This design comes from an exercise in tuning for small area and a short achievable clock period on the open sky130 flow, not from production work.
RTL that was checked went through simulation tests only; none was proved equivalent to the original.
The RTL of runs 3 and 4 was laid out without a check of its function.
Power figures rest on the tool's default switching activity, not on a simulated workload. No driver is modelled on the clock port, so clocking that relies on it looks cheaper here than on a real chip.

==> flow/design.v <==
module memory_in(
    input [7:0] data,
    input [5:0] addr,
    input wr,
    input clk,
    output [7:0] out
);
  mem_core #(.A(6), .LO(3)) u_core (
    .data(data), .addr(addr), .wr(wr), .clk(clk), .out(out)
  );
endmodule
module memory_out(
    input [7:0] data,
    input [3:0] addr,
    input wr,
    input clk,
    output [7:0] out
);
  mem_core #(.A(4), .LO(2)) u_core (
    .data(data), .addr(addr), .wr(wr), .clk(clk), .out(out)
  );
endmodule
module memory_weight(
    input [7:0] data,
    input [3:0] addr,
    input wr,
    input clk,
    output [7:0] out
);
  mem_core #(.A(4), .LO(2)) u_core (
    .data(data), .addr(addr), .wr(wr), .clk(clk), .out(out)
  );
endmodule
module lr_memories(
    input        clk,
    input  [7:0] in_data,
    input  [5:0] in_addr,
    input        in_wr,
    output [7:0] in_q,
    input  [7:0] out_data,
    input  [3:0] out_addr,
    input        out_wr,
    output [7:0] out_q,
    input  [7:0] w_data,
    input  [3:0] w_addr,
    input        w_wr,
    output [7:0] w_q
);
  memory_in u_in (
    .data(in_data), .addr(in_addr), .wr(in_wr), .clk(clk), .out(in_q)
  );
  memory_out u_out (
    .data(out_data), .addr(out_addr), .wr(out_wr), .clk(clk), .out(out_q)
  );
  memory_weight u_w (
    .data(w_data), .addr(w_addr), .wr(w_wr), .clk(clk), .out(w_q)
  );
endmodule
module mem_core #(
    parameter A  = 6,
    parameter LO = 3
) (
    input  [7:0]   data,
    input  [A-1:0] addr,
    input          wr,
    input          clk,
    output [7:0]   out
);
  localparam N  = 1 << A;
  localparam HI = A - LO;
  localparam NA = 1 << LO;
  localparam NB = 1 << HI;
  genvar i, b, m;
  wire [A-1:0]  addr_n;
  wire          wr_n;
  wire [NA-1:0] pa [1:0];
  wire [NB-1:0] pb [1:0];
  genvar s;
  c_inv u_wr_n (.a(wr), .y(wr_n));
  generate
    for (i = 0; i < A; i = i + 1) begin : g_lit
      c_inv u_inv (.a(addr[i]), .y(addr_n[i]));
    end
    for (s = 0; s < 2; s = s + 1) begin : g_set
      for (i = 0; i < NA; i = i + 1) begin : g_pa
        if (LO == 3) begin : g3
          c_and4 u_pd (.a(i[0] ? addr[0] : addr_n[0]),
                       .b(i[1] ? addr[1] : addr_n[1]),
                       .c(i[2] ? addr[2] : addr_n[2]),
                       .d(s ? wr : wr_n), .y(pa[s][i]));
        end else begin : g2
          c_and3 u_pd (.a(i[0] ? addr[0] : addr_n[0]),
                       .b(i[1] ? addr[1] : addr_n[1]),
                       .c(s ? wr : wr_n), .y(pa[s][i]));
        end
      end
      for (i = 0; i < NB; i = i + 1) begin : g_pb
        if (HI == 3) begin : g3
          c_and3 u_pd (.a(i[0] ? addr[LO] : addr_n[LO]),
                       .b(i[1] ? addr[LO+1] : addr_n[LO+1]),
                       .c(i[2] ? addr[LO+2] : addr_n[LO+2]), .y(pb[s][i]));
        end else begin : g2
          c_and2 u_pd (.a(i[0] ? addr[LO] : addr_n[LO]),
                       .b(i[1] ? addr[LO+1] : addr_n[LO+1]), .y(pb[s][i]));
        end
      end
    end
  endgenerate
  wire [N-1:0] wl;
  wire [N-1:0] we;
  wire [7:0]   word_q [N-1:0];
  generate
    for (i = 0; i < N; i = i + 1) begin : g_word
      reg [7:0] word;
      c_and2 u_wl (.a(pa[0][i % NA]), .b(pb[0][i / NA]), .y(wl[i]));
      c_and2 u_we (.a(pa[1][i % NA]), .b(pb[1][i / NA]), .y(we[i]));
      always @ (posedge clk)
        if (we[i])
          word <= data;  
      assign word_q[i] = word;
    end
  endgenerate
  wire [7:0] q_d;
  reg  [7:0] q;
  generate
    for (b = 0; b < 8; b = b + 1) begin : g_bit
      wire [N/8-1:0] p;
      for (m = 0; m < N/8; m = m + 1) begin : g_grp
        c_ao8 u_p (.w(wl[8*m+7:8*m]),
                   .d({word_q[8*m+7][b], word_q[8*m+6][b], word_q[8*m+5][b],
                       word_q[8*m+4][b], word_q[8*m+3][b], word_q[8*m+2][b],
                       word_q[8*m+1][b], word_q[8*m][b]}),
                   .y(p[m]));
      end
      wire wd;
      c_and2 u_wd (.a(wr), .b(data[b]), .y(wd));
      if (N == 64) begin : g64
        wire [3:0] r_n;
        for (m = 0; m < 3; m = m + 1) begin : g_or
          c_nor2 u_r (.a(p[2*m]), .b(p[2*m+1]), .y(r_n[m]));
        end
        c_nor3 u_r3 (.a(p[6]), .b(p[7]), .c(wd), .y(r_n[3]));
        c_nand4 u_q (.a(r_n[0]), .b(r_n[1]), .c(r_n[2]), .d(r_n[3]), .y(q_d[b]));
      end else begin : g16
        c_or3 u_q (.a(p[0]), .b(p[1]), .c(wd), .y(q_d[b]));
      end
    end
  endgenerate
  always @ (posedge clk)
    q <= q_d;  
  assign out = q;
endmodule
module c_inv (input a, output y);
  assign y = ~a;
endmodule
module c_nand2 (input a, input b, output y);
  assign y = ~(a & b);
endmodule
module c_nand3 (input a, input b, input c, output y);
  assign y = ~(a & b & c);
endmodule
module c_nand4 (input a, input b, input c, input d, output y);
  assign y = ~(a & b & c & d);
endmodule
module c_nor2 (input a, input b, output y);
  assign y = ~(a | b);
endmodule
module c_nor3 (input a, input b, input c, output y);
  assign y = ~(a | b | c);
endmodule
module c_and2 (input a, input b, output y);
  assign y = a & b;
endmodule
module c_and3 (input a, input b, input c, output y);
  assign y = a & b & c;
endmodule
module c_and4 (input a, input b, input c, input d, output y);
  assign y = a & b & c & d;
endmodule
module c_or3 (input a, input b, input c, output y);
  assign y = a | b | c;
endmodule
module c_ao8 (input [7:0] w, input [7:0] d, output y);
  assign y = |(w & d);
endmodule
==> flow/flow/run.sh <==
#!/bin/bash
# Layout flow: the standard ORFS flow (standard.sh), synthesis unchanged,
# with these changes to the later steps:
#  - the port buffers are plain buffers, not the delay cells buffer_ports
#    otherwise picks;
#  - clock tree synthesis without dummy loads and with larger sink clusters;
#  - slow low-power inverters and delay cells are kept out of the layout
#    steps (the platform's own don't-use list plus these);
#  - the address decoder and read-tree gates start at drive strengths that
#    fit their fanout (flow/presize.tcl, after floorplanning);
#  - each output port's buffer is moved next to the flip-flop that drives it
#    after global placement (flow/outbuf_place.tcl), so that the buffer
#    drives the wire to the port.
# Each step's full log stays under orfs/logs; make's own output goes to
# flow_synth.log and flow_layout.log here.
set -euo pipefail
here=$(pwd)

bash standard.sh synth > "$here/flow_synth.log" 2>&1

cts_args="-sink_clustering_enable -repair_clock_nets -dont_use_dummy_load"
cts_args="$cts_args -sink_clustering_size 30 -sink_clustering_max_diameter 60"

platform_dont_use=$(make -s -C "$FLOW_HOME" -f - print <<'MK'
include platforms/sky130hd/config.mk
print:
	@echo $(DONT_USE_CELLS)
MK
)
dont_use="$platform_dont_use sky130_fd_sc_hd__clkinvlp_* sky130_fd_sc_hd__dlygate4sd*"
dont_use="$dont_use sky130_fd_sc_hd__clkdlybuf4s* sky130_fd_sc_hd__dlymetal6s*"

bash standard.sh \
  DONT_USE_CELLS="$dont_use" \
  BUFFER_PORTS_ARGS="-buffer_cell sky130_fd_sc_hd__buf_2" \
  CTS_ARGS="$cts_args" \
  POST_FLOORPLAN_TCL="$here/flow/presize.tcl" \
  POST_GLOBAL_PLACE_TCL="$here/flow/outbuf_place.tcl" \
  finish > "$here/flow_layout.log" 2>&1
==> flow/flow/outbuf_place.tcl <==
# Move each output port's buffer next to the flip-flop that drives it, after
# global placement: the buffer, not the flip-flop, then drives the long wire
# to the port. The buffer starts as a buf_4.
set ob_block [ord::get_db_block]
set ob_count 0
foreach bterm [$ob_block getBTerms] {
  if {[$bterm getIoType] ne "OUTPUT"} { continue }
  set net [$bterm getNet]
  if {$net eq "NULL"} { continue }
  set buf ""
  foreach it [$net getITerms] { if {[$it isOutputSignal]} { set buf [$it getInst] } }
  if {$buf eq ""} { continue }
  set in ""
  foreach it [$buf getITerms] { if {[$it isInputSignal]} { set in [$it getNet] } }
  if {$in eq "" || $in eq "NULL"} { continue }
  set src ""
  foreach it [$in getITerms] { if {[$it isOutputSignal]} { set src [$it getInst] } }
  if {$src eq ""} { continue }
  replace_cell [$buf getName] sky130_fd_sc_hd__buf_4
  set bb [$src getBBox]
  $buf setLocation [$bb xMax] [$bb yMin]
  $buf setPlacementStatus PLACED
  incr ob_count
}
puts "outbuf_place: moved $ob_count output buffers"
==> flow/flow/presize.tcl <==
# Starting drive strengths for the decoder and read-tree gates of mem_core,
# set after floorplanning so that placement and timing repair start from
# gates that can drive their known fanout. Each gate is found by the name of
# the net it drives and keeps its function; only the drive strength changes.
set presize_rules {
  {*.g_lit\[*\].u_inv.y}   4
  {*.addr_n\[*\]}          4
  {*.u_wr_n.y}             4
  {*.u_pd.y}               2
  {u_in.*.u_wl.y}          4
  {u_in.*.u_we.y}          2
  {*.u_wl.y}               2
  {*.u_we.y}               2
  {*.u_r.y}                2
  {*.u_r3.y}               2
  {u_in.*.g64.u_q.y}       2
}
set presize_count 0
set presize_db [ord::get_db]
foreach net [[ord::get_db_block] getNets] {
  set name [$net getName]
  set size ""
  foreach {pattern strength} $presize_rules {
    if {[string match $pattern $name]} { set size $strength; break }
  }
  if {$size eq ""} { continue }
  foreach iterm [$net getITerms] {
    if {![$iterm isOutputSignal]} { continue }
    set inst [$iterm getInst]
    set master [[$inst getMaster] getName]
    if {![regexp {^(.*_)[0-9]+$} $master -> stem]} { continue }
    set target [$presize_db findMaster "${stem}${size}"]
    if {$target eq "NULL" || [$target getName] eq $master} { continue }
    replace_cell [$inst getName] [$target getName]
    incr presize_count
  }
}
puts "presize: resized $presize_count gates"
==> flow/standard.sh <==
#!/bin/bash
# synth_recipe.tcl (not shown) runs the flow's synth.tcl, then flattens the netlist and writes it again
# the make line also repeats each setting of config.mk as NAME=value (left out here)
make -C /OpenROAD-flow-scripts/flow DESIGN_CONFIG=/design/flow/config.mk WORK_HOME=/design/flow/orfs CLKGATE_MAP_FILE= SYNTH_SCRIPT=/design/flow/synth_recipe.tcl "${@:-finish}"
==> flow/config.mk <==
export PLATFORM = sky130hd
export DESIGN_NAME = lr_memories
export DESIGN_NICKNAME = lr_memories
export VERILOG_FILES = /design/flow/design.v
export SDC_FILE = /design/flow/constraint.sdc
export NUM_CORES = 4
export LEC_CHECK = 0
export CAP_MARGIN = 20
export CORE_MARGIN = 2
export CORE_UTILIZATION = 70
export CTS_CLUSTER_DIAMETER = 60
export CTS_CLUSTER_SIZE = 30
export PLACE_DENSITY = 0.8
export SETUP_SLACK_MARGIN = 3.0
export SLEW_MARGIN = 20
export SYNTH_HIERARCHICAL = 1
export SYNTH_MINIMUM_KEEP_SIZE = 0
export TNS_END_PERCENT = 0
==> flow/constraint.sdc <==
create_clock -name core_clock -period 5.0 [get_ports {clk}]
set_input_delay 1.0000 -clock core_clock [delete_from_list [all_inputs] [get_ports {clk}]]
set_output_delay 1.0000 -clock core_clock [all_outputs]
set_load 0.01 [all_outputs]
==> notes.md, run 1 <==
Routed Antenna Nets - 0
FMAX - 0.473 GHz
post-synthesis mux area share - 0%
Setup WS pre-CTS - 1.98 ns
core area - 41,000 um2
Slew Limit Fails - 0
share of cells above drive strength 1 - 29.5%
CTS tree - yes
main combinational cell family by area after synthesis - compound AO/OA/AOI/OAI gates
fin crit period - 2.11 ns
Avg Cell Area, Syn - 18.0 um2
I/O Pins - 66
Yosys reg bits - 792
clk_skew - 0.0441 ns
num rows - 74
Reg-to-Reg End - u_in.u_core.q[7]$_DFF_P_
CP endpoint - u_in.u_core.q[7]$_DFF_P_
Seq/Total Area, Yosys - 80.6%
DRT Wirelength - 66,500 um
# nets final - 1,794
area growth from synthesis to layout - 11.3%
Clock Sink Count - 792
htree depth - 2
Setup Crit Path Kind - input port to flip-flop
first-pass GRT wire length - 100,000 um
final hold violation count - 0
Die Ht - 208 um
Simple-Gate Fraction of Synth Area - 9.29%
PortBufs - 65
Synth Area in Compound Gates - 9.87%
initial antenna violation count - 0
final count of negative-setup-slack endpoints - 0
Worst EP arrival - 2.57 ns
Worst Tran Pin Value - 0.903 ns
Sw Share - 19.6%
Mapped Area - 29,200 um2
CP required - 5.45 ns
DRC - 0
critical path startpoint - in_addr[1]
dpl hpwl - 43,900 um
Critical Path Max Stage Delay - 0.26 ns
outcome - no timing/DRC/antenna violations
Worst path depth - 10
Leak - 10.1 nW
Net Switching - 2.19 mW
diodes inserted - 0
die width - 208 um
syn nets - 1,667
# hold bufs at CTS - 0
most common cell after layout, fill and taps aside - edfxtp_1
FF-to-FF Start - u_in.u_core.g_word[48].word[7]$_DFFE_PP_
critical path, cell by cell - buf_4 -> inv_2 -> and4_4 -> buf_6 -> buf_1 -> and2_4 -> a22oi_1 -> nand4_1 -> nor2_2 -> nand4_2
DR vias/cell - 7.14
CP Buf/Inv Count - 4
Internal Power - 8.97 mW
vias - 16,300
post-synthesis adder-cell area fraction - 0%
Slowest-stage cell, CP - a22oi_1
Initial Util - 71.2%
wire per inst - 29.1 um
CP Max Fanout - 9
Power, Total - 11.2 mW
flop2flop setup slack - 3.55 ns
CTS Buf Count - 41
Gate power share - 4.0%
Root Driver - clkbuf_16
worst vdd ir - 0.327 mV
drt first pass iters - 6
max_cap viols - 0
Unique masters post-synth - 11
XOR/XNOR Fraction of Synth Area - 0%
clock-pin slew on the worst setup and hold paths - 0.09 ns
First DRT Iteration DRCs - 2,129
CP Capture Type - flip-flop
synth warn - 8
crit-path leading delay family - simple AND/OR/NAND/NOR gates
cells after synthesis - 1,625
Worst Setup Start Kind - input port
Max clock buf depth - 3
clk latency of the worst-skew pair - 0.60 ns
fin crit share - 42.3%
GRT Util Overall - 31.2%
sequential power share - 66.3%
clock network fraction of total power - 29.7%
Worst Setup Slack, final - 2.89 ns
largest net degree at the start of global routing - 66
setup tns final - 0 ns
RSZ-0062 raised after global routing - yes
Hold Crit Class - flip-flop to flip-flop
Power Density - 343 nW/um2
Slew headroom - 39.8%
number of global-route vias before repair - 16,100
Worst Reg2Reg Path Length in Cells - 4
GRT overflow - 0
commonest cells after routing, fill and taps aside - edfxtp_1, a22oi_1, and2_2
DIE AREA - 43,400 um2
cells by family (layout without fill, tap and decap cells):
logic type | Yosys count | after routing
flops | 792 | 792
buf+inv | 17 | 142
compound gates | 384 | 384
simple gates | 432 | 432
worst register-to-register path, stage by stage, from the launching register on:
cell and delay (ns):
edfxtp_1 0.39, a22oi_2 0.22, nand4_1 0.24, nor3_4 0.34, nand4_2 0.12
power by group through the flow:
stage               combinational (mW)  sequential (mW)  clock [mW]
CTS                              0.441             7.40        3.34
global route                     0.481             7.41        3.55
global placement                 0.386             7.55           0
detailed placement               0.426             7.55           0
floorplan                        0.146             7.55           0
finish                           0.450             7.40        3.31
stage by stage:
| step | util [%] | hold slack, ns | area [um2] | cells |
|---|---|---|---|---|
| 6_report | 79.2 | 0.567 | 32500 | 2282 |
| 4_1_cts | 78.7 | 0.561 | 32300 | 2278 |
| 3_5_place_dp | 75.6 | 0.565 | 31000 | 2229 |
| 2_1_floorplan | - | 0.517 | 29700 | 1625 |
| 5_1_grt | 79.2 | 0.619 | 32500 | 2282 |
| 3_3_place_gp | 75.5 | 0.534 | 31000 | 2229 |
what timing repair did:
action,CTS,global route
setup buffers,8,3
pin swaps,38,36
endpoints found under the setup margin,48,48
gates resized for setup,55,32
Yosys stat by module, one instance, submodules excluded, excerpt:
module	cells inside	copies in the design	cell area, um2
c_and2	1	232	6.26
c_or3	1	16	6.26
c_and4	1	16	8.76
c_and3	1	32	6.26
c_inv	1	17	3.75
c_nor2	1	24	3.75
c_nor3	1	8	10.0
c_ao8	5	96	36.3
c_nand4	1	8	6.26
worst min path at each step:
| stage | start | slack [ns] | depth (start not counted) | endpoint |
|---|---|---|---|---|
| 4_1_cts | u_w.u_core.g_word[9].word[4]$_DFFE_PP_ | 0.56 | 3 | u_w.u_core.q[4]$_DFF_P_ |
| 3_5_place_dp | u_w.u_core.g_word[9].word[4]$_DFFE_PP_ | 0.56 | 3 | u_w.u_core.q[4]$_DFF_P_ |
| 3_3_place_gp | u_w.u_core.g_word[9].word[0]$_DFFE_PP_ | 0.53 | 3 | u_w.u_core.q[0]$_DFF_P_ |
| 6_report | u_w.u_core.g_word[9].word[4]$_DFFE_PP_ | 0.57 | 3 | u_w.u_core.q[4]$_DFF_P_ |
| 5_1_grt | u_w.u_core.g_word[9].word[4]$_DFFE_PP_ | 0.62 | 3 | u_w.u_core.q[4]$_DFF_P_ |
| 2_1_floorplan | u_out.u_core.g_word[9].word[0]$_DFFE_PP_ | 0.52 | 3 | u_out.u_core.q[0]$_DFF_P_ |
synthesized netlist by cell type:
cell type | n | area, um2
a22oi_1 | 384 | 2880
and2_1 | 232 | 1450
and3_1 | 32 | 200
and4_1 | 16 | 140
dfxtp_1 | 24 | 480
edfxtp_1 | 768 | 23100
inv_1 | 17 | 63.8
nand4_1 | 104 | 651
nor2_1 | 24 | 90.1
nor3_2 | 8 | 80.1
or3_1 | 16 | 100
routing by layer:
metal,track usage [%],part of all wire (%),vias to the layer above
met3,5.55,8.9,156
li1,-,-,6991
met2,50.8,49,952
met1,43.4,38,8198
met4,11.0,4.0,0
met5,0,0,-
sequential cells by signal, summed over array words and instances, names as in the netlist:
register                  cells
u_in.u_core.q                 8
u_out.u_core.q                8
u_in.u_core.g_word.word     512
u_out.u_core.g_word.word    128
u_w.u_core.g_word.word      128
u_w.u_core.q                  8
area by class of cell:
class	count	area (um2)
fill	2117	8520
clock buffer	41	1030
tap	532	666
sequential	792	23500
timing repair buffer	84	553
inverter	17	98.8
multi-input combinational	816	6610
==> run 2, diff against run 1 <==
--- a/flow/flow/run.sh
+++ b/flow/flow/run.sh
@@ -21,3 +21,3 @@
 cts_args="-sink_clustering_enable -repair_clock_nets -dont_use_dummy_load"
-cts_args="$cts_args -sink_clustering_size 30 -sink_clustering_max_diameter 60"
+cts_args="$cts_args -sink_clustering_size 30 -sink_clustering_max_diameter 90"
 
--- a/flow/flow/outbuf_place.tcl
+++ b/flow/flow/outbuf_place.tcl
@@ -2,3 +2,3 @@
 # global placement: the buffer, not the flip-flop, then drives the long wire
-# to the port. The buffer starts as a buf_4.
+# to the port.
 set ob_block [ord::get_db_block]
@@ -18,3 +18,2 @@
   if {$src eq ""} { continue }
-  replace_cell [$buf getName] sky130_fd_sc_hd__buf_4
   set bb [$src getBBox]
==> run 2 against run 1 <==
Effect of this change:
- still clean on timing, DRC and antenna
- clock-buffer cell count down 11
- maximum frequency down 2.8%
- design area down 1.8%
- core utilization down 1.4 points
- worst hold slack better by 0.032 ns
- die area unchanged
- non-clock buffer count down 12
- flip-flop and latch count unchanged
- total power down 4.4%
- register-to-register slack better by 0.04 ns
- critical path depth down 2
- combinational power down 4%
- highest routed layer unchanged
==> notes.md, run 2 <==
Worst Reg2Reg Path Length in Cells - 4
final instance area - 31,900 um2
diodes inserted - 0
CP endpoint - u_in.u_core.q[7]$_DFF_P_
clk_skew - 0.0597 ns
Worst Tran Pin Value - 1.15 ns
Post-synth top flop - edfxtp_1
Post-synth EDFFs - 768
Max clock buf depth - 3
core area - 41,000 um2
met2 wire length - 32,500 um
initial antenna violation count - 0
most common cell after layout, fill and taps aside - edfxtp_1
DIE AREA - 43,400 um2
htree depth - 1
PortBufs - 65
vias - 16,200
final count of negative-setup-slack endpoints - 0
setup tns final - 0 ns
Setup WS pre-CTS - 1.98 ns
Critical Path Max Stage Delay - 0.27 ns
async set-reset flop share out of synthesis - 0%
DRC - 0
Root Driver - clkbuf_16
Power Density - 334 nW/um2
# nets final - 1,771
critical path startpoint - in_addr[4]
FMAX - 0.460 GHz
Yosys reg bits - 792
DRT Wirelength - 65,500 um
syn nets - 1,667
# hold bufs at CTS - 0
I/O Pins - 66
Synth top area share - 79.0%
ranking of synthesized cells by area - edfxtp_1, a22oi_1, and2_1
dpl hpwl - 43,600 um
die width - 208 um
drt first pass iters - 6
FF-to-FF Start - u_in.u_core.g_word[51].word[4]$_DFFE_PP_
crit-path leading delay family - simple AND/OR/NAND/NOR gates
max_cap viols - 0
critical path, cell by cell - buf_2 -> inv_1 -> and3_2 -> and2_4 -> a22oi_1 -> nand4_1 -> nor2_2 -> nand4_2
Unique masters post-synth - 11
cells after synthesis - 1,625
CTS Buf Count - 30
cell taking the most area after synthesis - edfxtp_1
CP Max Fanout - 9
Setup Crit Path Kind - input port to flip-flop
RSZ-0062 raised after global routing - yes
final hold slack - 0.599 ns
Routed Antenna Nets - 0
Cell Count, Final, Fillers Out - 2,259
Slew headroom - 23.6%
Initial Util - 71.2%
CTS tree - yes
Seq/Total Area, Yosys - 80.6%
wire per inst - 29.0 um
Slowest-stage cell, CP - and3_2
fin crit share - 43.5%
DR vias/cell - 7.19
worst vdd ir - 0.381 mV
Avg Cell Area, Syn - 18.0 um2
Most flops, register - u_in.u_core.g_word.word
Die Ht - 208 um
Leak - 9.89 nW
clk latency of the worst-skew pair - 0.63 ns
top cells by instance count after synthesis - edfxtp_1, a22oi_1, and2_1
number of global-route vias before repair - 16,000
Worst Setup Start Kind - input port
clock-pin slew on the worst setup and hold paths - 0.12 ns
First DRT Iteration DRCs - 2,073
Mapped Area - 29,200 um2
num rows - 74
CP required - 5.52 ns
Worst EP arrival - 2.70 ns
Placed Area - 31,000 um2
met3 routed WL - 5690 um
outcome - no timing/DRC/antenna violations
M1 wire length - 25,300 um
commonest cells after routing, fill and taps aside - edfxtp_1, a22oi_1, and2_2
synth warn - 8
largest registers - u_in.u_core.g_word.word (512), u_out.u_core.g_word.word (128), u_w.u_core.g_word.word (128)
Hold Crit Class - flip-flop to flip-flop
count leader, synth - edfxtp_1
Largest register FFs - 512
CP Capture Type - flip-flop
Reg-to-Reg End - u_in.u_core.q[4]$_DFF_P_
Fill cells - 2,227
share of cells above drive strength 1 - 27.3%
Slew Limit Fails - 0
CP Buf/Inv Count - 2
largest net degree at the start of global routing - 66
fin crit period - 2.17 ns
Clock Sink Count - 792
GRT overflow - 0
Worst Setup Slack, final - 2.83 ns
top sig layer - met4
Worst path depth - 8
dpl cells - 2,229
final hold violation count - 0
GRT Util Overall - 30.3%
first-pass GRT wire length - 98,300 um
flop2flop setup slack - 3.59 ns
area growth from synthesis to layout - 9.26%
## run 2: cell count changes in the layout (fill, tap and decap cells not counted), sizes merged
cell,before,now
clkbuf,49,36
buf,76,66
## run 2: tightest hold or removal path, stage by stage (launching register included)
cell and delay, ns:
edfxtp_1 0.34, a22oi_1 0.06, nand4_1 0.08, or3_1 0.09
## run 2: metrics by stage
step	power [mW]	utilization (%)
floorplan	7.70	-
global placement	7.93	75.5
detailed placement	7.96	75.5
CTS	10.7	77.5
global route	10.9	77.8
finish	10.7	77.8
## run 2: report_power, final
group,internal [mW],leakage [nW],switching (mW)
clock,1.08,0.370,1.76
combinational,0.125,2.40,0.306
sequential,7.37,7.12,0.0298
## run 2: how the worst min path moves through the flow
stage                                             start                   endpoint  slack, ns  cells after the start
2_1_floorplan  u_out.u_core.g_word[9].word[0]$_DFFE_PP_  u_out.u_core.q[0]$_DFF_P_       0.52                      3
3_3_place_gp     u_w.u_core.g_word[9].word[0]$_DFFE_PP_    u_w.u_core.q[0]$_DFF_P_       0.53                      3
3_5_place_dp     u_w.u_core.g_word[9].word[4]$_DFFE_PP_    u_w.u_core.q[4]$_DFF_P_       0.57                      3
4_1_cts          u_w.u_core.g_word[9].word[4]$_DFFE_PP_    u_w.u_core.q[4]$_DFF_P_       0.59                      3
5_1_grt          u_w.u_core.g_word[9].word[4]$_DFFE_PP_    u_w.u_core.q[4]$_DFF_P_       0.64                      3
6_report         u_w.u_core.g_word[9].word[4]$_DFFE_PP_    u_w.u_core.q[4]$_DFF_P_       0.60                      3
## run 2: kinds of logic after synthesis
family / after synthesis / synth area share [%]
AND/OR/NAND/NOR: 432 / 9.29
AO/OA/AOI/OAI: 384 / 9.87
buffers and inverters: 17 / 0.219
flip-flops: 792 / 80.6
## run 2: routing by layer
| layer | track usage [%] | vias to the layer above |
|---|---|---|
| li1 | - | 6949 |
| met1 | 42.7 | 8188 |
| met2 | 50.4 | 972 |
| met3 | 4.26 | 127 |
| met4 | 9.10 | 0 |
| met5 | 0 | - |
## run 2: area by class of cell
type	count	area [um2]	area share, %
Multi-Input combinational cell	816	6430	20.1
Sequential cell	792	23600	73.8
Clock buffer	30	751	2.35
Inverter	17	93.8	0.294
Timing Repair Buffer	72	419	1.31
Tap cell	532	666	2.09
## run 2: modules after synthesis, one instance, submodules excluded, excerpt
module   times used  flops+latches  cell area [um2]  cells inside
c_and2          232              0             6.26             1
c_and3           32              0             6.26             1
c_and4           16              0             8.76             1
c_ao8            96              0             36.3             5
c_inv            17              0             3.75             1
c_nand4           8              0             6.26             1
c_nor2           24              0             3.75             1
c_or3            16              0             6.26             1
## run 2: what timing repair did
action | 4_1_cts | 5_1_grt
endpoints found under the setup margin | 36 | 48
setup buffers | 0 | 0
resized for setup | 32 | 22
pin swaps | 7 | 16
==> run 3, diff against run 2 <==
--- a/flow/design.v
+++ b/flow/design.v
@@ -127,20 +127,27 @@
       wire [N/8-1:0] p;
-      for (m = 0; m < N/8; m = m + 1) begin : g_grp
-        c_ao8 u_p (.w(wl[8*m+7:8*m]),
-                   .d({word_q[8*m+7][b], word_q[8*m+6][b], word_q[8*m+5][b],
-                       word_q[8*m+4][b], word_q[8*m+3][b], word_q[8*m+2][b],
-                       word_q[8*m+1][b], word_q[8*m][b]}),
-                   .y(p[m]));
-      end
       wire wd;
       c_and2 u_wd (.a(wr), .b(data[b]), .y(wd));
+      for (m = 0; m < N/8; m = m + 1) begin : g_grp
+        if (m == N/8 - 1) begin : g_last
+          c_ao8w u_p (.w(wl[8*m+7:8*m]),
+                      .d({word_q[8*m+7][b], word_q[8*m+6][b], word_q[8*m+5][b],
+                          word_q[8*m+4][b], word_q[8*m+3][b], word_q[8*m+2][b],
+                          word_q[8*m+1][b], word_q[8*m][b]}),
+                      .e(wd), .y(p[m]));
+        end else begin : g_mid
+          c_ao8 u_p (.w(wl[8*m+7:8*m]),
+                     .d({word_q[8*m+7][b], word_q[8*m+6][b], word_q[8*m+5][b],
+                         word_q[8*m+4][b], word_q[8*m+3][b], word_q[8*m+2][b],
+                         word_q[8*m+1][b], word_q[8*m][b]}),
+                     .y(p[m]));
+        end
+      end
       if (N == 64) begin : g64
         wire [3:0] r_n;
-        for (m = 0; m < 3; m = m + 1) begin : g_or
+        for (m = 0; m < 4; m = m + 1) begin : g_or
           c_nor2 u_r (.a(p[2*m]), .b(p[2*m+1]), .y(r_n[m]));
         end
-        c_nor3 u_r3 (.a(p[6]), .b(p[7]), .c(wd), .y(r_n[3]));
         c_nand4 u_q (.a(r_n[0]), .b(r_n[1]), .c(r_n[2]), .d(r_n[3]), .y(q_d[b]));
       end else begin : g16
-        c_or3 u_q (.a(p[0]), .b(p[1]), .c(wd), .y(q_d[b]));
+        c_or2 u_q (.a(p[0]), .b(p[1]), .y(q_d[b]));
       end
@@ -179,4 +186,4 @@
 endmodule
-module c_or3 (input a, input b, input c, output y);
-  assign y = a | b | c;
+module c_or2 (input a, input b, output y);
+  assign y = a | b;
 endmodule
@@ -185 +192,15 @@
 endmodule
+module c_ao8w (input [7:0] w, input [7:0] d, input e, output y);
+  wire [3:0] s;
+  c_a22oi u_s0 (.a1(w[0]), .a2(d[0]), .b1(w[1]), .b2(d[1]), .y(s[0]));
+  c_a22oi u_s1 (.a1(w[2]), .a2(d[2]), .b1(w[3]), .b2(d[3]), .y(s[1]));
+  c_a22oi u_s2 (.a1(w[4]), .a2(d[4]), .b1(w[5]), .b2(d[5]), .y(s[2]));
+  c_a221oi u_s3 (.a1(w[6]), .a2(d[6]), .b1(w[7]), .b2(d[7]), .c(e), .y(s[3]));
+  c_nand4 u_y (.a(s[0]), .b(s[1]), .c(s[2]), .d(s[3]), .y(y));
+endmodule
+module c_a22oi (input a1, input a2, input b1, input b2, output y);
+  assign y = ~((a1 & a2) | (b1 & b2));
+endmodule
+module c_a221oi (input a1, input a2, input b1, input b2, input c, output y);
+  assign y = ~((a1 & a2) | (b1 & b2) | c);
+endmodule
--- a/flow/flow/run.sh
+++ b/flow/flow/run.sh
@@ -21,3 +21,3 @@
 cts_args="-sink_clustering_enable -repair_clock_nets -dont_use_dummy_load"
-cts_args="$cts_args -sink_clustering_size 30 -sink_clustering_max_diameter 90"
+cts_args="$cts_args -sink_clustering_size 30 -sink_clustering_max_diameter 60"
 
--- a/flow/flow/presize.tcl
+++ b/flow/flow/presize.tcl
@@ -5,2 +5,3 @@
 set presize_rules {
+  {*.g_last.u_p.s*}        1
   {*.g_lit\[*\].u_inv.y}   4
==> run 3 against run 2 <==
Effect of this change:
- setup slack worse by 0.18 ns
- routed wire length is 3.7% higher
- clock-buffer cell count is 10 higher
- critical path depth stayed put
- design area is 0.34% lower
- final cell count is 0.66% higher
- worst hold slack worse by 0.044 ns
- sequential share of layout area is 0.23 points higher
- largest power group unchanged
- first-iteration DRC count is 8.8% higher
==> notes.md, run 3 <==
Post-synth EDFFs - 768
Routed Antenna Nets - 0
CTS Buf Count - 40
first-pass GRT wire length - 100,000 um
Root Driver - clkbuf_16
fin crit share - 47.1%
PortBufs - 65
count leader, synth - edfxtp_1
Power Density - 348 nW/um2
Post-synth top flop - edfxtp_1
dpl hpwl - 44,300 um
Avg Cell Area, Syn - 18.3 um2
Worst Reg2Reg Path Length in Cells - 3
async set-reset flop share out of synthesis - 0%
synth warn - 8
cell taking the most area after synthesis - edfxtp_1
post-CTS setup buffers - 0
Leak - 9.97 nW
Unique masters post-synth - 12
# nets final - 1,778
max_cap viols - 0
num rows - 75
Worst Tran Pin Value - 0.961 ns
dpl cells - 2,233
outcome - no timing/DRC/antenna violations
share of cells above drive strength 1 - 23.6%
Synth top area share - 77.7%
ranking of synthesized cells by area - edfxtp_1, a22oi_1, and2_1
I/O Pins - 66
most common cell after layout, fill and taps aside - edfxtp_1
Critical Path Max Stage Delay - 0.33 ns
Seq/Total Area, Yosys - 79.3%
core area - 41,900 um2
DRT Wirelength - 67,900 um
area growth from synthesis to layout - 7.09%
Most flops, register - u_in.u_core.g_word.word
Yosys reg bits - 792
FF-to-FF Start - u_out.u_core.g_word[14].word[5]$_DFFE_PP_
commonest cells after routing, fill and taps aside - edfxtp_1, a22oi_1, and2_2
largest net degree at the start of global routing - 66
fin crit period - 2.36 ns
final count of negative-setup-slack endpoints - 0
Setup WS pre-CTS - 2.01 ns
First DRT Iteration DRCs - 2,255
syn nets - 1,667
final hold violation count - 0
htree depth - 2
Worst EP arrival - 2.82 ns
CP endpoint - u_in.u_core.q[5]$_DFF_P_
GRT overflow - 0
DRC - 0
Reg area - 23,500 um2
Reg-to-Reg End - u_out.u_core.q[5]$_DFF_P_
Hold Crit Class - flip-flop to flip-flop
Multi-input gate area - 6160 um2
# hold bufs at CTS - 0
die width - 210 um
worst vdd ir - 0.277 mV
number of global-route vias before repair - 16,000
CTS tree - yes
clk latency of the worst-skew pair - 0.61 ns
vias - 16,200
Largest register FFs - 512
Mapped Area - 29,700 um2
cells after synthesis - 1,625
clk_skew - 0.0431 ns
CP Max Fanout - 9
Worst Setup Start Kind - input port
CP required - 5.46 ns
Fill cells - 2,370
top cells by instance count after synthesis - edfxtp_1, a22oi_1, and2_1
CP Capture Type - flip-flop
Cell Count, Final, Fillers Out - 2,274
clock-pin slew on the worst setup and hold paths - 0.09 ns
largest registers - u_in.u_core.g_word.word (512), u_out.u_core.g_word.word (128), u_w.u_core.g_word.word (128)
Worst Setup Slack, final - 2.64 ns
DR vias/cell - 7.13
initial antenna violation count - 1
final hold slack - 0.555 ns
Setup Crit Path Kind - input port to flip-flop
crit-path leading delay family - simple AND/OR/NAND/NOR gates
Max clock buf depth - 3
Worst path depth - 8
GRT Util Overall - 31.2%
flop2flop setup slack - 3.49 ns
Slew headroom - 35.9%
Slew Limit Fails - 0
Clock Sink Count - 792
critical path startpoint - in_addr[2]
FMAX - 0.424 GHz
wire per inst - 29.9 um
RSZ-0062 raised after global routing - yes
CP Buf/Inv Count - 2
Die Ht - 210 um
Initial Util - 70.8%
setup tns final - 0 ns
drt first pass iters - 6
Slowest-stage cell, CP - and4_2
critical path, cell by cell - buf_2 -> inv_1 -> and4_2 -> and2_4 -> a22oi_1 -> nand4_1 -> nor2_2 -> nand4_2
DIE AREA - 44,100 um2
==> run 3: cell count changes in the layout (fill, tap and decap cells not counted), moves of 14 or more <==
cell / change
and2_4: +14
a221oi_1: +21
and2_2: -14
a22oi_1: +33
a22oi_2: -57
or3_1: -16
or2_1: +16
==> run 3: modules after synthesis (local to each module, per instance), excerpt <==
module    area [um2]  times used  cells inside  flip-flops and latches
c_and3          6.26          32             1                       0
c_a221oi        15.0          24             1                       0
c_nor2          3.75          32             1                       0
c_and2          6.26         232             1                       0
c_or2           6.26          16             1                       0
c_inv           3.75          17             1                       0
c_a22oi         12.5          72             1                       0
c_nand4         6.26          32             1                       0
c_and4          8.76          16             1                       0
c_ao8           36.3          72             5                       0
==> run 3: power breakdown <==
group | total (mW) | switching [mW] | internal [mW]
clock | 3.26 | 1.83 | 1.43
combinational | 0.420 | 0.306 | 0.115
sequential | 7.39 | 0.0254 | 7.37
==> run 3: kinds of logic (layout without fill, tap and decap cells) <==
family,count (synthesis),in the layout,share of synthesized area [%]
other cells,0,1,0
flops,792,792,79.3
buf+inv,17,126,0.215
simple gates,432,432,8.97
compound gates,384,384,11.5
==> run 3: what timing repair did <==
| action | in CTS | in global routing |
|---|---|---|
| pin swaps | 4 | 1 |
| gates resized for setup | 7 | 3 |
| endpoints found under the setup margin | 120 | 107 |
==> run 3: worst reg2reg max path: cells and delay by family (launching register included) <==
kind | cells | cell delay (ns)
flops | 1 | 0.38
compound gates | 1 | 0.49
simple gates | 2 | 0.55
==> run 3: area by class of cell <==
| cell class | instances | area share, % |
|---|---|---|
| sequential | 792 | 74.0 |
| multi-input combinational | 816 | 19.4 |
| clock buffer | 40 | 3.15 |
| tap | 539 | 2.12 |
| timing repair buffer | 69 | 1.12 |
| inverter | 17 | 0.201 |
| antenna | 1 | 0.00787 |
==> run 3: worst min-delay path by stage <==
stage / start / endpoint / slack (ns) / depth (start not counted)
floorplan: u_out.u_core.g_word[6].word[0]$_DFFE_PP_ / u_out.u_core.q[0]$_DFF_P_ / 0.52 / 3
global placement: u_out.u_core.g_word[6].word[7]$_DFFE_PP_ / u_out.u_core.q[7]$_DFF_P_ / 0.54 / 3
detailed placement: u_w.u_core.g_word[15].word[6]$_DFFE_PP_ / u_w.u_core.q[6]$_DFF_P_ / 0.54 / 3
CTS: u_w.u_core.g_word[15].word[6]$_DFFE_PP_ / u_w.u_core.q[6]$_DFF_P_ / 0.56 / 3
global route: u_w.u_core.g_word[15].word[6]$_DFFE_PP_ / u_w.u_core.q[6]$_DFF_P_ / 0.58 / 3
finish: u_w.u_core.g_word[14].word[5]$_DFFE_PP_ / u_w.u_core.q[5]$_DFF_P_ / 0.55 / 3
==> run 3: metrics by stage <==
step | utilization (%) | instance area, um2 | power, mW
detailed placement | 73.3 | 30700 | 7.95
CTS | 75.8 | 31800 | 11.1
finish | 75.8 | 31800 | 11.1
global route | 75.8 | 31800 | 11.4
floorplan | - | 30000 | 7.71
global placement | 73.3 | 30700 | 7.93
==> run 3: routing by layer <==
layer / GRT usage, % / up-vias / share of wire [%]
met1: 44.0 / 8192 / 38
met4: 12.1 / 0 / 3.6
met5: 0 / - / 0
met3: 3.81 / 149 / 9.1
met2: 51.3 / 922 / 49
li1: - / 6952 / -
==> run 4, diff against run 3 <==
--- a/flow/flow/presize.tcl
+++ b/flow/flow/presize.tcl
@@ -6,4 +6,4 @@
   {*.g_last.u_p.s*}        1
-  {*.g_lit\[*\].u_inv.y}   4
-  {*.addr_n\[*\]}          4
+  {*.addr_n*}              4
+  {*.wr_n}                 4
   {*.u_wr_n.y}             4
==> run 4 against run 3 <==
Effect of this change:
- combinational power hardly changed
- first-iteration DRC count is 20% lower
- via count is 1.3% lower
- clock-buffer cell count is 1 higher
==> notes.md, run 4 <==
outcome - no timing/DRC/antenna violations
worst vdd ir - 0.417 mV
Max clock buf depth - 3
CP Buf/Inv Count - 2
htree depth - 2
DRT Wirelength - 63,900 um
initial antenna violation count - 1
clk latency of the worst-skew pair - 0.60 ns
clock network fraction of total power - 29.7%
most common cell after layout, fill and taps aside - edfxtp_1
Root Driver - clkbuf_16
synth warn - 8
Internal Power - 8.95 mW
PortBufs - 65
Setup Crit Path Kind - input port to flip-flop
sequential power share - 66.5%
Post-synth EDFFs - 768
Yosys reg bits - 792
top cells by instance count after synthesis - edfxtp_1, a22oi_1, and2_1
DR vias/cell - 7.02
final count of negative-setup-slack endpoints - 0
RSZ-0062 raised after global routing - yes
dpl cells - 2,236
# hold bufs at CTS - 0
Worst Tran Pin Value - 0.806 ns
drt first pass iters - 6
cells after synthesis - 1,625
GRT overflow - 0
met2 wire length - 31,800 um
CP Capture Type - flip-flop
vias - 16,000
async set-reset flop share out of synthesis - 0%
Largest register FFs - 512
Clock Sink Count - 792
Post-synth top flop - edfxtp_1
Gate power share - 3.8%
Avg Cell Area, Syn - 18.3 um2
number of global-route vias before repair - 15,900
DIE AREA - 44,100 um2
Worst EP arrival - 2.74 ns
Unique masters post-synth - 12
First DRT Iteration DRCs - 1,813
CP endpoint - u_in.u_core.q[2]$_DFF_P_
critical path, cell by cell - clkbuf_4 -> inv_2 -> and4_2 -> and2_4 -> a22oi_1 -> nand4_1 -> nor2_4 -> nand4_2
DRC - 0
Placed Area - 30,800 um2
fin crit period - 2.28 ns
largest net degree at the start of global routing - 66
max_cap viols - 0
Seq/Total Area, Yosys - 79.3%
Worst path depth - 8
I/O Pins - 66
Net Switching - 2.16 mW
flop2flop setup slack - 3.50 ns
cell taking the most area after synthesis - edfxtp_1
final hold violation count - 0
Core Util, Final - 75.9%
count leader, synth - edfxtp_1
Slew Limit Fails - 0
clock-pin slew on the worst setup and hold paths - 0.11 ns
ranking of synthesized cells by area - edfxtp_1, a22oi_1, and2_1
Cell Count, Final, Fillers Out - 2,279
Initial Util - 70.8%
CTS tree - yes
CP Max Fanout - 17
Critical Path Max Stage Delay - 0.34 ns
commonest cells after routing, fill and taps aside - edfxtp_1, a22oi_1, and2_2
Reg-to-Reg End - u_w.u_core.q[5]$_DFF_P_
WHS Path Cells - 3
num rows - 75
die width - 210 um
fin crit share - 45.6%
GRT Util Overall - 29.5%
Power, Total - 11.1 mW
final instance area - 31,900 um2
Synth top area share - 77.7%
Slew headroom - 46.3%
wire per inst - 28.0 um
Most flops, register - u_in.u_core.g_word.word
FMAX - 0.438 GHz
setup tns final - 0 ns
FF-to-FF Start - u_w.u_core.g_word[14].word[5]$_DFFE_PP_
Slowest-stage cell, CP - and4_2
Mapped Area - 29,700 um2
dpl hpwl - 42,400 um
Hold Crit Class - flip-flop to flip-flop
clk_skew - 0.0389 ns
top sig layer - met4
Die Ht - 210 um
# nets final - 1,782
M1 wire length - 24,900 um
syn nets - 1,667
share of cells above drive strength 1 - 24.5%
first-pass GRT wire length - 96,200 um
area growth from synthesis to layout - 7.27%
CP required - 5.46 ns
critical path startpoint - in_wr
crit-path leading delay family - simple AND/OR/NAND/NOR gates
Sw Share - 19.4%
Worst Setup Start Kind - input port
Power Density - 349 nW/um2
largest registers - u_in.u_core.g_word.word (512), u_out.u_core.g_word.word (128), u_w.u_core.g_word.word (128)
Worst Reg2Reg Path Length in Cells - 3
Routed Antenna Nets - 0
met3 routed WL - 4710 um
core area - 41,900 um2
CTS Buf Count - 41
Leak - 9.97 nW
==> run 4: cell counts after synthesis <==
No cell type changed its count.
==> run 4: power by group through the flow <==
stage / Combinational [mW] / Sequential [mW] / Clock (mW)
finish: 0.418 / 7.39 / 3.30
global route: 0.449 / 7.40 / 3.55
floorplan: 0.157 / 7.55 / 0
detailed placement: 0.414 / 7.54 / 0
global placement: 0.391 / 7.54 / 0
CTS: 0.416 / 7.39 / 3.36
==> run 4: tightest hold or removal path: cells and delay by family (launching register included) <==
family           cells  cell delay (ns)
AND/OR/NAND/NOR      2             0.18
flip-flops           1             0.33
AO/OA/AOI/OAI        1             0.06
==> run 4: cells by family after synthesis <==
logic type / share of synthesized area (%)
flops: 79.3
compound gates: 11.5
buf+inv: 0.215
simple gates: 8.97
==> run 4: per-layer routing <==
layer	up-vias	global-route usage, %
met5	-	0
met4	0	11.7
met3	129	3.69
met2	800	48.7
met1	8110	41.0
li1	6963	-
==> run 4: final cells by class <==
cell class	instances	area, um2
flip-flops and latches	792	23500
inverters	17	98.8
repair buffers	72	372
clock buffers	41	1030
well taps	539	674
diodes	2	5.00
fillers	2339	10100
multi-input cells	816	6130
==> run 4: worst min path at each step <==
stage,to,slack (ns),start
floorplan,u_out.u_core.q[0]$_DFF_P_,0.52,u_out.u_core.g_word[6].word[0]$_DFFE_PP_
global placement,u_w.u_core.q[1]$_DFF_P_,0.54,u_w.u_core.g_word[15].word[1]$_DFFE_PP_
detailed placement,u_w.u_core.q[1]$_DFF_P_,0.55,u_w.u_core.g_word[15].word[1]$_DFFE_PP_
CTS,u_out.u_core.q[5]$_DFF_P_,0.58,u_out.u_core.g_word[4].word[5]$_DFFE_PP_
global route,u_out.u_core.q[2]$_DFF_P_,0.62,u_out.u_core.g_word[6].word[2]$_DFFE_PP_
finish,u_out.u_core.q[0]$_DFF_P_,0.56,u_out.u_core.g_word[4].word[0]$_DFFE_PP_
==> run 4: stage by stage <==
stage / worst slack [ns] / hold slack [ns]
2_1_floorplan: 2.98 / 0.518
3_3_place_gp: 2.12 / 0.536
3_5_place_dp: 2.07 / 0.546
4_1_cts: 2.72 / 0.581
5_1_grt: 2.70 / 0.621
6_report: 2.72 / 0.564
==> run 4: what timing repair did <==
action,in CTS,in global routing
setup buffers,0,0
endpoints found under the setup margin,183,75
gates cloned,0,0
hold endpoints to repair,0,0
gates resized for setup,1,4
pin swaps,0,1
==> run 4: modules after synthesis (local to each module, per instance), excerpt <==
| module | cells inside | area (um2) | flops+latches | times used |
|---|---|---|---|---|
| c_a221oi | 1 | 15.0 | 0 | 24 |
| c_a22oi | 1 | 12.5 | 0 | 72 |
| c_and2 | 1 | 6.26 | 0 | 232 |
| c_and3 | 1 | 6.26 | 0 | 32 |
| c_and4 | 1 | 8.76 | 0 | 16 |
| c_ao8 | 5 | 36.3 | 0 | 72 |
| c_inv | 1 | 3.75 | 0 | 17 |
| c_nand4 | 1 | 6.26 | 0 | 32 |
| c_nor2 | 1 | 3.75 | 0 | 32 |
| c_or2 | 1 | 6.26 | 0 | 16 |
==> run 5, diff against run 4 <==
--- a/flow/design.v
+++ b/flow/design.v
@@ -127,27 +127,20 @@
       wire [N/8-1:0] p;
+      for (m = 0; m < N/8; m = m + 1) begin : g_grp
+        c_ao8 u_p (.w(wl[8*m+7:8*m]),
+                   .d({word_q[8*m+7][b], word_q[8*m+6][b], word_q[8*m+5][b],
+                       word_q[8*m+4][b], word_q[8*m+3][b], word_q[8*m+2][b],
+                       word_q[8*m+1][b], word_q[8*m][b]}),
+                   .y(p[m]));
+      end
       wire wd;
       c_and2 u_wd (.a(wr), .b(data[b]), .y(wd));
-      for (m = 0; m < N/8; m = m + 1) begin : g_grp
-        if (m == N/8 - 1) begin : g_last
-          c_ao8w u_p (.w(wl[8*m+7:8*m]),
-                      .d({word_q[8*m+7][b], word_q[8*m+6][b], word_q[8*m+5][b],
-                          word_q[8*m+4][b], word_q[8*m+3][b], word_q[8*m+2][b],
-                          word_q[8*m+1][b], word_q[8*m][b]}),
-                      .e(wd), .y(p[m]));
-        end else begin : g_mid
-          c_ao8 u_p (.w(wl[8*m+7:8*m]),
-                     .d({word_q[8*m+7][b], word_q[8*m+6][b], word_q[8*m+5][b],
-                         word_q[8*m+4][b], word_q[8*m+3][b], word_q[8*m+2][b],
-                         word_q[8*m+1][b], word_q[8*m][b]}),
-                     .y(p[m]));
-        end
-      end
       if (N == 64) begin : g64
         wire [3:0] r_n;
-        for (m = 0; m < 4; m = m + 1) begin : g_or
+        for (m = 0; m < 3; m = m + 1) begin : g_or
           c_nor2 u_r (.a(p[2*m]), .b(p[2*m+1]), .y(r_n[m]));
         end
+        c_nor3 u_r3 (.a(p[6]), .b(p[7]), .c(wd), .y(r_n[3]));
         c_nand4 u_q (.a(r_n[0]), .b(r_n[1]), .c(r_n[2]), .d(r_n[3]), .y(q_d[b]));
       end else begin : g16
-        c_or2 u_q (.a(p[0]), .b(p[1]), .y(q_d[b]));
+        c_or3 u_q (.a(p[0]), .b(p[1]), .c(wd), .y(q_d[b]));
       end
@@ -186,4 +179,4 @@
 endmodule
-module c_or2 (input a, input b, output y);
-  assign y = a | b;
+module c_or3 (input a, input b, input c, output y);
+  assign y = a | b | c;
 endmodule
@@ -192,15 +185 @@
 endmodule
-module c_ao8w (input [7:0] w, input [7:0] d, input e, output y);
-  wire [3:0] s;
-  c_a22oi u_s0 (.a1(w[0]), .a2(d[0]), .b1(w[1]), .b2(d[1]), .y(s[0]));
-  c_a22oi u_s1 (.a1(w[2]), .a2(d[2]), .b1(w[3]), .b2(d[3]), .y(s[1]));
-  c_a22oi u_s2 (.a1(w[4]), .a2(d[4]), .b1(w[5]), .b2(d[5]), .y(s[2]));
-  c_a221oi u_s3 (.a1(w[6]), .a2(d[6]), .b1(w[7]), .b2(d[7]), .c(e), .y(s[3]));
-  c_nand4 u_y (.a(s[0]), .b(s[1]), .c(s[2]), .d(s[3]), .y(y));
-endmodule
-module c_a22oi (input a1, input a2, input b1, input b2, output y);
-  assign y = ~((a1 & a2) | (b1 & b2));
-endmodule
-module c_a221oi (input a1, input a2, input b1, input b2, input c, output y);
-  assign y = ~((a1 & a2) | (b1 & b2) | c);
-endmodule
--- a/flow/flow/run.sh
+++ b/flow/flow/run.sh
@@ -10,5 +10,5 @@
 #    fit their fanout (flow/presize.tcl, after floorplanning);
-#  - each output port's buffer is moved next to the flip-flop that drives it
-#    after global placement (flow/outbuf_place.tcl), so that the buffer
-#    drives the wire to the port.
+#  - the 64-word memory's flip-flops and first read gates are placed in
+#    compact per-bit blocks before global placement (flow/slice_place.tcl)
+#    and released for the later steps after it (flow/slice_release.tcl).
 # Each step's full log stays under orfs/logs; make's own output goes to
@@ -34,6 +34,7 @@
   DONT_USE_CELLS="$dont_use" \
-  BUFFER_PORTS_ARGS="-buffer_cell sky130_fd_sc_hd__buf_2" \
+  BUFFER_PORTS_ARGS="-buffer_cell sky130_fd_sc_hd__buf_4" \
   CTS_ARGS="$cts_args" \
   POST_FLOORPLAN_TCL="$here/flow/presize.tcl" \
-  POST_GLOBAL_PLACE_TCL="$here/flow/outbuf_place.tcl" \
+  PRE_GLOBAL_PLACE_SKIP_IO_TCL="$here/flow/slice_place.tcl" \
+  POST_GLOBAL_PLACE_TCL="$here/flow/slice_release.tcl" \
   finish > "$here/flow_layout.log" 2>&1
--- a/flow/flow/presize.tcl
+++ b/flow/flow/presize.tcl
@@ -5,5 +5,4 @@
 set presize_rules {
-  {*.g_last.u_p.s*}        1
-  {*.addr_n*}              4
-  {*.wr_n}                 4
+  {*.g_lit\[*\].u_inv.y}   4
+  {*.addr_n\[*\]}          4
   {*.u_wr_n.y}             4
@@ -11,3 +10,3 @@
   {u_in.*.u_wl.y}          4
-  {u_in.*.u_we.y}          2
+  {u_in.*.u_we.y}          4
   {*.u_wl.y}               2
==> flow/flow/slice_place.tcl (new file) <==
# Bit-sliced placement of the 64-word input memory: each of its 8 bits gets
# a compact block of its own holding that bit of every word and the first
# level of its read tree, so that the read tree of a bit stays short. The
# word lines and write enables, which are driven by strong gates, run across
# the blocks instead. The cells are fixed here, before global placement
# places everything else around them, and released again after it
# (slice_release.tcl), so that later steps may still move them.
set sp_block [ord::get_db_block]
set sp_db [ord::get_db]
set sp_site_w 460
set sp_row_h 2720
set sp_slice_sites 140
set sp_slice_rows 16

# core rows, bottom to top
set sp_rows [lsort -command {apply {{a b} {expr {[lindex [$a getOrigin] 1] - [lindex [$b getOrigin] 1]}}}} [$sp_block getRows]]
set sp_core [$sp_block getCoreArea]
set sp_cx0 [$sp_core xMin]; set sp_cx1 [$sp_core xMax]
set sp_nrows [llength $sp_rows]

# block of 2 x 4 slices, centred in the core
set sp_bw [expr {2 * $sp_slice_sites * $sp_site_w}]
set sp_bh_rows [expr {4 * $sp_slice_rows}]
set sp_bx0 [expr {$sp_cx0 + (($sp_cx1 - $sp_cx0 - $sp_bw) / 2 / $sp_site_w) * $sp_site_w}]
set sp_r0 [expr {($sp_nrows - $sp_bh_rows) / 2}]

# occupied intervals per row (tap cells and anything already placed)
array set sp_busy {}
foreach inst [$sp_block getInsts] {
  if {![$inst isPlaced]} { continue }
  set bb [$inst getBBox]
  set r [expr {([$bb yMin] - [lindex [[lindex $sp_rows 0] getOrigin] 1]) / $sp_row_h}]
  lappend sp_busy($r) [list [$bb xMin] [$bb xMax]]
}

proc sp_find {name} {
  set inst [$::sp_block findInst $name]
  if {$inst eq "NULL"} { error "slice_place: no instance $name" }
  return $inst
}

# place inst in row r at the first free x at or after x, return the end x
proc sp_put {inst r x} {
  set w [[$inst getMaster] getWidth]
  set row [lindex $::sp_rows $r]
  set y [lindex [$row getOrigin] 1]
  set moved 1
  while {$moved} {
    set moved 0
    if {[info exists ::sp_busy($r)]} {
      foreach iv $::sp_busy($r) {
        lassign $iv a b
        if {$x < $b && $x + $w > $a} {
          set x [expr {$b + (($::sp_site_w - ($b - $::sp_cx0) % $::sp_site_w) % $::sp_site_w)}]
          set moved 1
        }
      }
    }
  }
  set orient [$row getOrient]
  $inst setOrient $orient
  $inst setLocation $x $y
  $inst setPlacementStatus FIRM
  lappend ::sp_busy($r) [list $x [expr {$x + $w}]]
  return [expr {$x + $w}]
}

# instances of a bit's read tree, by the nets they drive
proc sp_driver {netname} {
  set net [$::sp_block findNet $netname]
  if {$net eq "NULL"} { return "" }
  foreach it [$net getITerms] { if {[$it isOutputSignal]} { return [$it getInst] } }
  return ""
}

# the first-level read gate of a word's flop (its only load), and the other
# flop that gate reads
proc sp_pair {f} {
  set q [[$f findITerm Q] getNet]
  foreach it [$q getITerms] {
    if {![$it isInputSignal]} { continue }
    set g [$it getInst]
    foreach git [$g getITerms] {
      if {![$git isInputSignal]} { continue }
      set n [$git getNet]
      if {$n eq "NULL" || $n eq $q} { continue }
      foreach dit [$n getITerms] {
        if {[$dit isOutputSignal]} {
          set d [$dit getInst]
          if {[string match "*DFFE*" [$d getName]]} { return [list $g $d] }
        }
      }
    }
    return [list $g ""]
  }
  return [list "" ""]
}

set sp_count 0
for {set b 0} {$b < 8} {incr b} {
  set col [expr {$b % 2}]
  set rb [expr {$b / 2}]
  set x0 [expr {$sp_bx0 + $col * $sp_slice_sites * $sp_site_w}]
  set units {}
  for {set w 0} {$w < 64} {incr w} {
    set f [sp_find "u_in.u_core.g_word\\\[$w\\\].word\\\[$b\\\]\$_DFFE_PP_"]
    if {[$f getPlacementStatus] eq "FIRM" || [lsearch -exact $units $f] >= 0} { continue }
    lassign [sp_pair $f] g p
    set skip 0
    foreach u $units { if {[lsearch -exact $u $f] >= 0} { set skip 1 } }
    if {$skip} { continue }
    lappend units [list $f $g $p]
  }
  set k 0
  foreach u $units {
    set r [expr {$k / 2}]
    set row [expr {$sp_r0 + $rb * $sp_slice_rows + $r}]
    if {$k % 2 == 0} { set x [expr {$x0 + 8 * $sp_site_w}] } else { set x [expr {$x + 8 * $sp_site_w}] }
    foreach c $u {
      if {$c eq "" || [$c getPlacementStatus] eq "FIRM"} { continue }
      set x [sp_put $c $row $x]
      incr sp_count
    }
    incr k
  }
}
puts "slice_place: fixed $sp_count cells in bit slices"
==> flow/flow/slice_release.tcl (new file) <==
# Release the cells slice_place.tcl fixed, now that global placement is done.
set sr_count 0
foreach inst [[ord::get_db_block] getInsts] {
  if {[$inst getPlacementStatus] eq "FIRM" && [[$inst getMaster] getType] eq "CORE"} {
    $inst setPlacementStatus PLACED
    incr sr_count
  }
}
puts "slice_release: released $sr_count cells"
--- a/flow/config.mk
+++ b/flow/config.mk
@@ -9,6 +9,6 @@
 export CORE_MARGIN = 2
-export CORE_UTILIZATION = 70
+export CORE_UTILIZATION = 60
 export CTS_CLUSTER_DIAMETER = 60
 export CTS_CLUSTER_SIZE = 30
-export PLACE_DENSITY = 0.8
+export PLACE_DENSITY = 0.7
 export SETUP_SLACK_MARGIN = 3.0
removed: flow/flow/outbuf_place.tcl
==> run 5 against run 4 <==
Effect of this change:
- the flow now stops in global placement without I/O
- synthesized cell count stayed put
- synthesized area is 1.7% lower
==> notes.md, run 5 <==
Unique masters post-synth - 11
syn nets - 1,667
die width - 225 um
async set-reset flop share out of synthesis - 0%
count leader, synth - edfxtp_1
top cells by instance count after synthesis - edfxtp_1, a22oi_1, and2_1
post-synthesis mux area share - 0%
Synth top area share - 79.0%
Post-synth EDFFs - 768
Yosys reg bits - 792
synth warn - 8
cell taking the most area after synthesis - edfxtp_1
Mapped Area - 29,200 um2
Initial Util - 61.0%
post-synthesis adder-cell area fraction - 0%
Synth Area in Compound Gates - 9.87%
Die Ht - 225 um
cells after synthesis - 1,625
Run Error - Error: global_place_skip_io.tcl, 4 can't read "::sp_block": no such variable
outcome - stopped before the end
num rows - 80
ranking of synthesized cells by area - edfxtp_1, a22oi_1, and2_1
Avg Cell Area, Syn - 18.0 um2
Halt Stage - global placement without I/O
XOR/XNOR Fraction of Synth Area - 0%
Simple-Gate Fraction of Synth Area - 9.29%
main combinational cell family by area after synthesis - compound AO/OA/AOI/OAI gates
Seq/Total Area, Yosys - 80.6%
Post-synth top flop - edfxtp_1
## run 5: cell types whose count changed after synthesis, sizes merged
| cell | change |
|---|---|
| or2 | -16 |
| a221oi | -24 |
| nor2 | -8 |
| or3 | +16 |
| a22oi | +24 |
| nor3 | +8 |
## run 5: cells by family after synthesis
family	count (synthesis)
buffers and inverters	17
flip-flops	792
AND/OR/NAND/NOR	432
AO/OA/AOI/OAI	384
## run 5: modules after synthesis (local to each module, per instance), excerpt
module	area [um2]	cells	copies in the design
c_ao8	36.3	5	96
c_nor3	10.0	1	8
c_and4	8.76	1	16
c_and2	6.26	1	232
c_and3	6.26	1	32
c_nand4	6.26	1	8
c_or3	6.26	1	16
c_inv	3.75	1	17
c_nor2	3.75	1	24

separate check: timing with driven ports:
Ports are ideal in the flow. The routed layouts listed here were re-timed in OpenROAD. Step 1, drivers: a clkbuf_16 drives clk and a buf_2 each remaining input, both assumed. Step 2, shift: input delay + t, output delay - t, t = (earliest + latest rising clock arrival at the registers) / 2. This alone moves slack from input paths to output paths. Slacks: ideal / step 1 / step 2; pairs: ideal / step 1.
run	t, ns	setup WS [ns]	hold WS [ns]
run 1	0.633	2.887 / 2.862 / 2.229	0.567 / 0.567 / 0.567
run 2	0.658	2.826 / 2.834 / 2.196	0.599 / 0.599 / 0.599
run 3	0.639	2.643 / 2.660 / 2.021	0.555 / 0.555 / 0.555
run 4	0.643	2.718 / 2.753 / 2.109	0.564 / 0.564 / 0.564
After both steps setup and hold are still met in every run listed. The setup slack of run 1, which loses most, moves by -0.025 ns with the drivers and by -0.658 ns with both steps.
